This design comes from an exercise in tuning for small area on the open sky130 flow, not from production work.
RTL that was checked went through simulation tests only; none was proved equivalent to the original.

==> v8 <==
==> flow/design.v <==
module ALU (
  input wire clk,
  input wire reset,
  input wire [3:0] ALUop,
  input wire [31:0] rs1,
  input wire [31:0] rs2,
  input wire [13:0] imm,
  input wire [4:0] SA,
  input wire ALUEnable,
  output wire [31:0] result,
  output wire zero
);
  reg [31:0] reg_rd;
  reg zero_reg;
  reg [31:0] next_rd;
  always @(*) begin
      case (ALUop)
        4'b0000:  
          next_rd = rs1 & rs2;
        4'b0001:  
          next_rd = rs1 + rs2;
        4'b0010:  
          next_rd = rs1 - rs2;
        4'b0011:  
          next_rd = reg_rd;
        4'b0100:  
          next_rd = rs1 & { {18{imm[13]}}, imm };  
        4'b0101:  
          next_rd = rs1 + { {18{imm[13]}}, imm };  
        4'b0110:  
          next_rd = rs1 + imm;
        4'b0111:  
          next_rd = rs1 + imm;
        4'b1000:  
          next_rd = reg_rd;
        4'b1011:  
          next_rd = rs1 <<< SA;
        4'b1100:  
          next_rd = rs1 >>> SA;
        4'b1101:  
          next_rd = rs1 <<< rs2;
        4'b1110:  
          next_rd = rs1 >>> rs2;
        default:
          next_rd = 0;
      endcase
  end
  always @(posedge clk or posedge reset) begin
    if (reset) begin
      reg_rd <= 0;
      zero_reg <= 0;
    end
    else begin
      if (ALUEnable == 1'b1) begin
        reg_rd <= next_rd;
        if (ALUop == 4'b0011)       
          zero_reg <= (rs1 < rs2);
        else if (ALUop == 4'b1000)  
          zero_reg <= (rs1 == rs2);
        else
          zero_reg <= (next_rd == 0);
      end
    end
  end
  assign result = reg_rd;
  assign zero = zero_reg;
endmodule
==> flow/run.sh <==
#!/bin/bash
# synth_recipe.tcl (not shown) runs the flow's synth.tcl, then flattens the netlist and writes it again
# the make line also repeats each setting of config.mk as NAME=value (left out here)
make -C /OpenROAD-flow-scripts/flow DESIGN_CONFIG=/design/flow/config.mk WORK_HOME=/design/flow/orfs CLKGATE_MAP_FILE= SYNTH_SCRIPT=/design/flow/synth_recipe.tcl finish
==> flow/config.mk <==
export PLATFORM = sky130hd
export DESIGN_NAME = ALU
export DESIGN_NICKNAME = ALU
export VERILOG_FILES = /design/flow/design.v
export SDC_FILE = /design/flow/constraint.sdc
export NUM_CORES = 4
export LEC_CHECK = 0
export CAP_MARGIN = 20
export CORE_MARGIN = 2
export CORE_UTILIZATION = 40
export SLEW_MARGIN = 20
==> flow/constraint.sdc <==
create_clock -name core_clock -period 5.5 [get_ports {clk}]
set_input_delay 1.1000 -clock core_clock [delete_from_list [all_inputs] [get_ports {clk}]]
set_output_delay 1.1000 -clock core_clock [all_outputs]
set_load 0.01 [all_outputs]
==> inputs of v27, as changes to v8 <==
==> flow/design.v, changed modules only <==
module ALU (
  input wire clk,
  input wire reset,
  input wire [3:0] ALUop,
  input wire [31:0] rs1,
  input wire [31:0] rs2,
  input wire [13:0] imm,
  input wire [4:0] SA,
  input wire ALUEnable,
  output wire [31:0] result,
  output wire zero
);
  reg [31:0] reg_rd;
  reg zero_reg;
  wire op_and  = (ALUop == 4'b0000) | (ALUop == 4'b0100);      
  wire op_sub  = (ALUop == 4'b0010) | (ALUop == 4'b0011) | (ALUop == 4'b1000);  
  wire op_arith = (ALUop == 4'b0001) | (ALUop == 4'b0010) | (ALUop == 4'b0101) |
                  (ALUop == 4'b0110) | (ALUop == 4'b0111) | (ALUop == 4'b1000);
  wire op_cmp  = (ALUop == 4'b0011);
  wire op_hold = (ALUop == 4'b0011) | (ALUop == 4'b1000);     
  wire op_imm  = ~ALUop[3] & ALUop[2];                         
  wire op_sext = ~ALUop[3] & ALUop[2] & ~ALUop[1];             
  wire op_shl  = (ALUop == 4'b1011) | (ALUop == 4'b1101);      
  wire op_shr  = (ALUop == 4'b1100) | (ALUop == 4'b1110);      
  wire op_var  = (ALUop == 4'b1101) | (ALUop == 4'b1110);      
  wire [31:0] immx = { {18{imm[13] & op_sext}}, imm };
  wire [31:0] b = op_imm ? immx : (rs2 ^ {32{op_sub}});
  wire [32:0] sum = {1'b0, rs1} + {1'b0, b} + {32'd0, op_sub};
  wire [31:0] andv = rs1 & b;
  wire [4:0] amt = op_var ? rs2[4:0] : SA;
  wire big = op_var & (|rs2[31:5]);
  reg [31:0] shin;
  integer i;
  always @(*) for (i = 0; i < 32; i = i + 1) shin[i] = op_shr ? rs1[31-i] : rs1[i];
  wire [31:0] sho = shin << amt;
  reg [31:0] shv;
  always @(*) for (i = 0; i < 32; i = i + 1)
    shv[i] = ~big & ((op_shl & sho[i]) | (op_shr & sho[31-i]));
  wire [31:0] nr = ({32{op_arith}} & sum[31:0]) | ({32{op_and}} & andv) | shv;
  wire nz = op_cmp ? ~sum[32] : ~|nr;
  always @(posedge clk or posedge reset) begin
    if (reset) begin
      reg_rd <= 0;
      zero_reg <= 0;
    end
    else if (ALUEnable) begin
      if (!op_hold)
        reg_rd <= nr;
      zero_reg <= nz;
    end
  end
  assign result = reg_rd;
  assign zero = zero_reg;
endmodule
==> flow/flow/run.sh (new file) <==
#!/bin/bash
# Standard ORFS layout, with the port buffers made of the smallest buffer cell.
set -euo pipefail
bash standard.sh synth > synth.log 2>&1
bash standard.sh 'BUFFER_PORTS_ARGS=-buffer_cell sky130_fd_sc_hd__buf_1' finish > layout.log 2>&1
==> flow/standard.sh (new file) <==
#!/bin/bash
# synth_recipe.tcl (not shown) runs the flow's synth.tcl, then flattens the netlist and writes it again
# the make line also repeats each setting of config.mk as NAME=value (left out here)
make -C /OpenROAD-flow-scripts/flow DESIGN_CONFIG=/design/flow/config.mk WORK_HOME=/design/flow/orfs CLKGATE_MAP_FILE= SYNTH_SCRIPT=/design/flow/synth_recipe.tcl "${@:-finish}"
Settings changed: CAP_MARGIN 20 to 0, CORE_UTILIZATION 40 to 60, GPL_TIMING_DRIVEN set to 0, SLEW_MARGIN 20 to 0.
removed: flow/run.sh
==> comparison <==
v8 produced a clean layout. v27 reached the layout checks and failed them: negative setup slack.
In v27 the clock-buffer cell count is higher than in v8, by 2.
Against v8, the core utilization of v27 is higher by 20 points.
Of v8 and v27, v8 has the higher synthesized cell count (gap 74%, measured against v27).
Between v8 and v27, the lower global-route usage is in v8 (gap 7.6 points).
Between v8 and v27, the lower critical path depth is in v8 (gap 7).
Between v27 and v8, the lower worst setup slack is in v27 (gap 0.47 ns).
Of v27 and v8, v8 has the higher non-clock buffer count (gap 158).
For v27, only the layout was checked, not whether the RTL still works.

port drivers added, routing unchanged:
The flow's constraints put no driver on any port. The routed layouts listed below were extracted and timed again, unchanged, in two steps. Step 1, drivers: a clkbuf_16 drives clk and a buf_2 each remaining input, both assumed. Step 2 times the ports against the registers' clock, not the clock port: input delays grow and output delays shrink by t, the midpoint of the rising clock arrivals with the driver on. a / b / c = ideal / step 1 / step 2; a / b = the first two.
| run | t (ns) | slack for setup (ns) | worst setup path at the end | worst register clock-pin slew, ns | worst slew at a driven data input, ns |
|---|---|---|---|---|---|
| v8 | 0.335 | 0.181 / 0.199 / -0.136 | input to register | 0.07 / 0.07 | 0.09 |
| v27 | 0.317 | -0.293 / -0.295 / -0.612 | input to register | 0.07 / 0.07 | 0.06 |
Met with ideal ports but missed after step 2: setup timing in v8. For v27, which loses most, drivers alone change the setup slack by -0.002 ns; drivers and shift together by -0.319 ns.
